What follows belongs to an exercise in optimizing a design on an open flow for small area, a short achievable clock period and few clock cycles; a production flow would make more cautious choices.
Where RTL was checked, it was by simulation tests only, not by an equivalence proof against the original.
Power and IR drop assume default switching activity.

## before
==> flow/design.v <==
module cla16 (
  input  [15:0] a,
  input  [15:0] b,
  input         ci,
  output [15:0] s,
  output        co);
  wire [15:0] g0 = a & b;
  wire [15:0] p0 = a ^ b;
  wire [15:0] g1, p1, g2, p2, g3, p3, g4, p4;
  genvar i;
  generate for (i = 0; i < 16; i = i + 1) begin : pfx
    if (i % 2 == 1) begin : l1
      assign g1[i] = g0[i] | (p0[i] & g0[i - 1]);
      assign p1[i] = p0[i] & p0[i - 1];
    end else begin : l1n
      assign g1[i] = g0[i]; assign p1[i] = p0[i];
    end
    if (i % 4 >= 2) begin : l2
      assign g2[i] = g1[i] | (p1[i] & g1[(i / 4) * 4 + 1]);
      assign p2[i] = p1[i] & p1[(i / 4) * 4 + 1];
    end else begin : l2n
      assign g2[i] = g1[i]; assign p2[i] = p1[i];
    end
    if (i % 8 >= 4) begin : l3
      assign g3[i] = g2[i] | (p2[i] & g2[(i / 8) * 8 + 3]);
      assign p3[i] = p2[i] & p2[(i / 8) * 8 + 3];
    end else begin : l3n
      assign g3[i] = g2[i]; assign p3[i] = p2[i];
    end
    if (i >= 8) begin : l4
      assign g4[i] = g3[i] | (p3[i] & g3[7]);
      assign p4[i] = p3[i] & p3[7];
    end else begin : l4n
      assign g4[i] = g3[i]; assign p4[i] = p3[i];
    end
  end endgenerate
  wire [16:0] c = {g4 | (p4 & {16{ci}}), ci};
  assign s  = p0 ^ c[15:0];
  assign co = c[16];
endmodule
module proc (
  input         clk,
  input         rst,
  output [15:0] imem_addr,
  input  [15:0] imem_rdata,
  input         imem_ready,
  output [15:0] dmem_addr,
  output [15:0] dmem_wdata,
  output        dmem_rd,
  output        dmem_wr,
  input  [15:0] dmem_rdata,
  input         dmem_ready,
  output        halt);
  localparam [15:0] NOP = 16'h0800;
  reg [4:0] op;            
  reg [1:0] fn;            
  reg [2:0] wsel;          
  reg [15:0] yi;           
  reg [15:0] pc2;
  reg f_pcrel, f_rfmt, f_inv, f_jmp, f_br, f_ld, f_st;
  reg [15:0] r0, r1, r2, r3, r4, r5, r6, r7;
  wire op_halt  = (op == 5'b00000);
  wire op_j     = (op == 5'b00100);
  wire op_jr    = (op == 5'b00101);
  wire op_jal   = (op == 5'b00110);
  wire op_jalr  = (op == 5'b00111);
  wire op_addi  = (op == 5'b01000);
  wire op_subi  = (op == 5'b01001);
  wire op_xori  = (op == 5'b01010);
  wire op_andni = (op == 5'b01011);
  wire op_br    = (op[4:2] == 3'b011);
  wire op_st    = (op == 5'b10000);
  wire op_ld    = (op == 5'b10001);
  wire op_slbi  = (op == 5'b10010);
  wire op_stu   = (op == 5'b10011);
  wire op_shi   = (op[4:2] == 3'b101);
  wire op_lbi   = (op == 5'b11000);
  wire op_btr   = (op == 5'b11001);
  wire op_shr   = (op == 5'b11010);
  wire op_ar    = (op == 5'b11011);
  wire op_set   = (op[4:2] == 3'b111);
  wire op_mem   = f_ld | f_st;
  wire rfmt     = f_rfmt;                          
  wire inv      = f_inv;                           
  function [15:0] rsel;
    input [2:0] s;
    input [15:0] a0, a1, a2, a3, a4, a5, a6, a7;
    case (s)
      3'd0: rsel = a0; 3'd1: rsel = a1; 3'd2: rsel = a2; 3'd3: rsel = a3;
      3'd4: rsel = a4; 3'd5: rsel = a5; 3'd6: rsel = a6; default: rsel = a7;
    endcase
  endfunction
  reg  [15:0] rs, rt;
  wire [15:0] rfa = rsel(imem_rdata[10:8], r0, r1, r2, r3, r4, r5, r6, r7);
  wire [15:0] rfb = rsel(imem_rdata[7:5],  r0, r1, r2, r3, r4, r5, r6, r7);
  wire pcrel = f_pcrel;
  wire [15:0] y = rfmt ? rt : yi;
  wire [15:0] x = pcrel ? pc2 : rs ^ {16{inv}};
  wire [16:0] sum;
  cla16 add (.a(x), .b(y), .ci(inv), .s(sum[15:0]), .co(sum[16]));
  wire [3:0] cnt  = y[3:0];
  wire [1:0] sk   = op_shr ? fn : op[1:0];         
  wire [3:0] lamt = sk[1] ? (4'd0 - cnt) : cnt;
  wire [31:0] dbl = {rs, rs} << lamt;
  wire [15:0] rot = dbl[31:16];
  wire [15:0] mask_l = 16'hffff << cnt;
  wire [15:0] mask_r = 16'hffff >> cnt;
  wire [15:0] smask = ~sk[0] ? 16'hffff : sk[1] ? mask_r : mask_l;
  wire [15:0] shres = rot & smask;
  wire [15:0] xr = rs ^ y;
  wire eq  = ~|xr;
  wire ovf = (rt[15] ^ rs[15]) & (sum[15] ^ rt[15]);
  wire ge  = ~(sum[15] ^ ovf);                     
  reg setbit;
  always @* begin
    case (op[1:0])
      2'b00: setbit = eq;
      2'b01: setbit = ge & ~eq;                    
      2'b10: setbit = ge;                          
      default: setbit = sum[16];                   
    endcase
  end
  wire [15:0] btr;
  genvar g;
  generate for (g = 0; g < 16; g = g + 1) begin : rev
    assign btr[g] = rs[15 - g];
  end endgenerate
  wire arith = op_addi | op_subi | (op_ar & ~fn[1]) | op_stu;
  wire lxor  = op_xori | (op_ar & fn == 2'b10);
  wire landn = op_andni | (op_ar & fn == 2'b11);
  wire shf   = op_shi | op_shr;
  wire link  = op_jal | op_jalr;
  wire [15:0] res =
      ({16{arith}}  & sum[15:0])
    | ({16{lxor}}   & xr)
    | ({16{landn}}  & (rs & ~y))
    | ({16{shf}}    & shres)
    | ({16{op_set}} & {15'b0, setbit})
    | ({16{op_btr}} & btr)
    | ({16{op_lbi}} & yi)
    | ({16{op_slbi}} & {rs[7:0], yi[7:0]})
    | ({16{link}}   & pc2)
    | ({16{op_ld}}  & dmem_rdata);
  wire misal = op_mem & sum[0];
  assign dmem_addr  = {sum[15:1], 1'b0};
  assign dmem_wdata = rt;
  assign dmem_rd    = f_ld & ~sum[0];
  assign dmem_wr    = f_st & ~sum[0];
  wire stop = op_halt | misal;
  wire hold = stop | ((dmem_rd | dmem_wr) & ~dmem_ready);
  assign halt = stop;
  wire wr = arith | lxor | landn | shf | op_set | op_btr | op_lbi | op_slbi | link | op_ld;
  wire we = wr & ~hold;
  always @(posedge clk) begin
    if (we && wsel == 3'd0) r0 <= res;
    if (we && wsel == 3'd1) r1 <= res;
    if (we && wsel == 3'd2) r2 <= res;
    if (we && wsel == 3'd3) r3 <= res;
    if (we && wsel == 3'd4) r4 <= res;
    if (we && wsel == 3'd5) r5 <= res;
    if (we && wsel == 3'd6) r6 <= res;
    if (we && wsel == 3'd7) r7 <= res;
  end
  wire taken = f_br & (op[1] ? (rs[15] ^ op[0]) : ((rs == 16'b0) ^ op[0]));
  wire [15:0] nxt = (taken | f_jmp) ? sum[15:0] : pc2;
  assign imem_addr = {nxt[15:1], 1'b0};
  wire [15:0] fi = imem_rdata;
  wire [4:0] fo = fi[15:11];
  wire [4:0] fop = imem_ready ? fo : NOP[15:11];
  wire f_j    = (fo == 5'b00100) | (fo == 5'b00110);                          
  wire f_imm8 = (fo[4:2] == 3'b011) | (fo == 5'b00101) | (fo == 5'b00111)     
              | (fo == 5'b11000) | (fo == 5'b10010);                          
  wire f_zx5  = (fo == 5'b01010) | (fo == 5'b01011);                          
  wire [15:0] f_imm = f_j    ? {{5{fi[10]}}, fi[10:0]}
                    : f_imm8 ? {{8{fi[7]}}, fi[7:0]}
                    : {{11{fi[4] & ~f_zx5}}, fi[4:0]};
  wire [2:0] f_wsel = (fo == 5'b00110 || fo == 5'b00111) ? 3'd7               
                    : (fo == 5'b11000 || fo == 5'b10010 || fo == 5'b10011) ? fi[10:8]   
                    : (fo[4:3] == 2'b11) ? fi[4:2]                              
                    : fi[7:5];
  always @(posedge clk) begin
    if (!hold) begin
      rs <= (wr && wsel == imem_rdata[10:8]) ? res : rfa;
      rt <= (wr && wsel == imem_rdata[7:5])  ? res : rfb;
      fn   <= fi[1:0];
      wsel <= f_wsel;
      yi   <= f_imm;
      f_pcrel <= (fo[4:2] == 3'b011) | (fo == 5'b00100) | (fo == 5'b00110);
      f_rfmt  <= (fo == 5'b11011) | (fo == 5'b11010) | (fo[4:2] == 3'b111);
      f_inv   <= (fo == 5'b01001) | (fo == 5'b11011 && fi[1:0] == 2'b01)
               | (fo == 5'b11101) | (fo == 5'b11110);
    end
    if (rst) begin
      op  <= NOP[15:11];
      pc2 <= 16'h0000;
      {f_jmp, f_br, f_ld, f_st} <= 4'b0;
    end else if (!hold) begin
      op  <= fop;
      pc2 <= imem_ready ? nxt + 16'd2 : nxt;
      f_jmp   <= (fop[4:2] == 3'b001);
      f_br    <= (fop[4:2] == 3'b011);
      f_ld    <= (fop == 5'b10001);
      f_st    <= (fop == 5'b10000) | (fop == 5'b10011);
    end
  end
endmodule
clock: 10.0 ns
lec_check: 0
abc_area: 1
cap_margin: 20
core_margin: 2
core_utilization: 60
setup_slack_margin: 4.5
slew_margin: 20
tns_end_percent: 0
standard.sh (not shown) runs the stock make flow with config.mk's settings and CLKGATE_MAP_FILE= SYNTH_SCRIPT=/design/flow/synth_recipe.tcl, a recipe that flattens the netlist after the stock synthesis.
==> flow/flow/run.sh <==
#!/bin/bash
# The standard layout, with two changes: ports are buffered with buf_1 cells
# (instead of the clkdlybuf4s50_1 that buffer_ports picks by default), and
# the resizer may change a cell's footprint when it sizes cells up or down.
set -euo pipefail
bash standard.sh MATCH_CELL_FOOTPRINT=0 "BUFFER_PORTS_ARGS=-buffer_cell sky130_fd_sc_hd__buf_1" finish > flow_make.log 2>&1
Testbench counts of before, summed over its fixed seeds: cycles 20,438.
## Diff of input files: after against before
diff --git a/flow/design.v b/flow/design.v
--- a/flow/design.v
+++ b/flow/design.v
@@ -56,9 +56,9 @@
   reg [1:0] fn;            
   reg [2:0] wsel;          
   reg [15:0] yi;           
   reg [15:0] pc2;
-  reg f_pcrel, f_rfmt, f_inv, f_jmp, f_br, f_ld, f_st;
+  reg f_rfmt, f_inv, f_redir, f_ld, f_st;
   reg [15:0] r0, r1, r2, r3, r4, r5, r6, r7;
   wire op_halt  = (op == 5'b00000);
   wire op_j     = (op == 5'b00100);
   wire op_jr    = (op == 5'b00101);
@@ -92,11 +92,10 @@
   endfunction
   reg  [15:0] rs, rt;
   wire [15:0] rfa = rsel(imem_rdata[10:8], r0, r1, r2, r3, r4, r5, r6, r7);
   wire [15:0] rfb = rsel(imem_rdata[7:5],  r0, r1, r2, r3, r4, r5, r6, r7);
-  wire pcrel = f_pcrel;
   wire [15:0] y = rfmt ? rt : yi;
-  wire [15:0] x = pcrel ? pc2 : rs ^ {16{inv}};
+  wire [15:0] x = rs;
   wire [16:0] sum;
   cla16 add (.a(x), .b(y), .ci(inv), .s(sum[15:0]), .co(sum[16]));
   wire [3:0] cnt  = y[3:0];
   wire [1:0] sk   = op_shr ? fn : op[1:0];         
@@ -107,16 +106,17 @@
   wire [15:0] mask_r = 16'hffff >> cnt;
   wire [15:0] smask = ~sk[0] ? 16'hffff : sk[1] ? mask_r : mask_l;
   wire [15:0] shres = rot & smask;
   wire [15:0] xr = rs ^ y;
-  wire eq  = ~|xr;
-  wire ovf = (rt[15] ^ rs[15]) & (sum[15] ^ rt[15]);
+  wire eq  = ~|xr;                                
+  wire ne  = ~&xr;                                 
+  wire ovf = ~(rt[15] ^ rs[15]) & (sum[15] ^ rt[15]);
   wire ge  = ~(sum[15] ^ ovf);                     
   reg setbit;
   always @* begin
     case (op[1:0])
       2'b00: setbit = eq;
-      2'b01: setbit = ge & ~eq;                    
+      2'b01: setbit = ge & ne;                     
       2'b10: setbit = ge;                          
       default: setbit = sum[16];                   
     endcase
   end
@@ -160,14 +160,19 @@
     if (we && wsel == 3'd5) r5 <= res;
     if (we && wsel == 3'd6) r6 <= res;
     if (we && wsel == 3'd7) r7 <= res;
   end
-  wire taken = f_br & (op[1] ? (rs[15] ^ op[0]) : ((rs == 16'b0) ^ op[0]));
-  wire [15:0] nxt = (taken | f_jmp) ? sum[15:0] : pc2;
+  wire [15:0] nxt = f_redir ? sum[15:0] : pc2;
+  wire [15:0] nxt2 = nxt + 16'd2;
   assign imem_addr = {nxt[15:1], 1'b0};
   wire [15:0] fi = imem_rdata;
   wire [4:0] fo = fi[15:11];
   wire [4:0] fop = imem_ready ? fo : NOP[15:11];
+  wire f_pc  = (fo[4:2] == 3'b011) | (fo == 5'b00100) | (fo == 5'b00110);    
+  wire f_sub = (fo == 5'b01001) | (fo == 5'b11011 && fi[1:0] == 2'b01)        
+             | (fo == 5'b11101) | (fo == 5'b11110);                          
+  wire [15:0] rsb = (wr && wsel == imem_rdata[10:8]) ? res : rfa;
+  wire f_cond = fo[1] ? (rsb[15] ^ fo[0]) : ((rsb == 16'b0) ^ fo[0]);
   wire f_j    = (fo == 5'b00100) | (fo == 5'b00110);                          
   wire f_imm8 = (fo[4:2] == 3'b011) | (fo == 5'b00101) | (fo == 5'b00111)     
               | (fo == 5'b11000) | (fo == 5'b10010);                          
   wire f_zx5  = (fo == 5'b01010) | (fo == 5'b01011);                          
@@ -179,27 +184,24 @@
                     : (fo[4:3] == 2'b11) ? fi[4:2]                              
                     : fi[7:5];
   always @(posedge clk) begin
     if (!hold) begin
-      rs <= (wr && wsel == imem_rdata[10:8]) ? res : rfa;
+      rs <= f_pc ? nxt2 : (rsb ^ {16{f_sub}});
       rt <= (wr && wsel == imem_rdata[7:5])  ? res : rfb;
       fn   <= fi[1:0];
       wsel <= f_wsel;
       yi   <= f_imm;
-      f_pcrel <= (fo[4:2] == 3'b011) | (fo == 5'b00100) | (fo == 5'b00110);
       f_rfmt  <= (fo == 5'b11011) | (fo == 5'b11010) | (fo[4:2] == 3'b111);
-      f_inv   <= (fo == 5'b01001) | (fo == 5'b11011 && fi[1:0] == 2'b01)
-               | (fo == 5'b11101) | (fo == 5'b11110);
+      f_inv   <= f_sub;
     end
     if (rst) begin
       op  <= NOP[15:11];
       pc2 <= 16'h0000;
-      {f_jmp, f_br, f_ld, f_st} <= 4'b0;
+      {f_redir, f_ld, f_st} <= 3'b0;
     end else if (!hold) begin
       op  <= fop;
-      pc2 <= imem_ready ? nxt + 16'd2 : nxt;
-      f_jmp   <= (fop[4:2] == 3'b001);
-      f_br    <= (fop[4:2] == 3'b011);
+      pc2 <= imem_ready ? nxt2 : nxt;
+      f_redir <= (fop[4:2] == 3'b001) | ((fop[4:2] == 3'b011) & f_cond);
       f_ld    <= (fop == 5'b10001);
       f_st    <= (fop == 5'b10000) | (fop == 5'b10011);
     end
   end
--- outcome ---
- Between before and after, sum of routed wire segments on met1 is higher for after, before comes in under that.
- before → after: area after synthesis picked up an extra 270 sq um; die area picked up an extra 450 sq um; number of filler instances in the final layout picked up an extra 147; core area picked up an extra 610 sq um.
- Status: sequential power parity (after, before)
- Sum of met3 wire segment lengths after detailed routing grows by more than 10% when moving from before to after.
Only the layout flow was run in after; the RTL was not checked for function there.

## static timing again, ports no longer ideal
The flow's constraints put no driver on any port. The routed layouts listed below were extracted and timed again, unchanged, in two steps.
Step 1 sets driving cells, clkbuf_16 on the clock port and buf_2 on the other inputs (assumed; they add their load-dependent delay and slew).
Step 2 times the ports against the registers' clock, not the clock port: input delays grow and output delays shrink by t, the midpoint of the rising clock arrivals with the driver on.
a / b / c = ideal / step 1 / step 2; a / b = the first two.
| run | shift t [ns] | slack for setup (ns) | hold slack, ns | cell pins on the clock port's net |
|---|---|---|---|---|
| before | 0.542 | 4.706 / 4.661 / 5.203 | 0.492 / 0.492 / 0.492 | 1 |
| after | 0.495 | 4.561 / 4.510 / 4.919 | 0.470 / 0.470 / 0.470 | 1 |
After both steps every run listed still meets setup and hold.
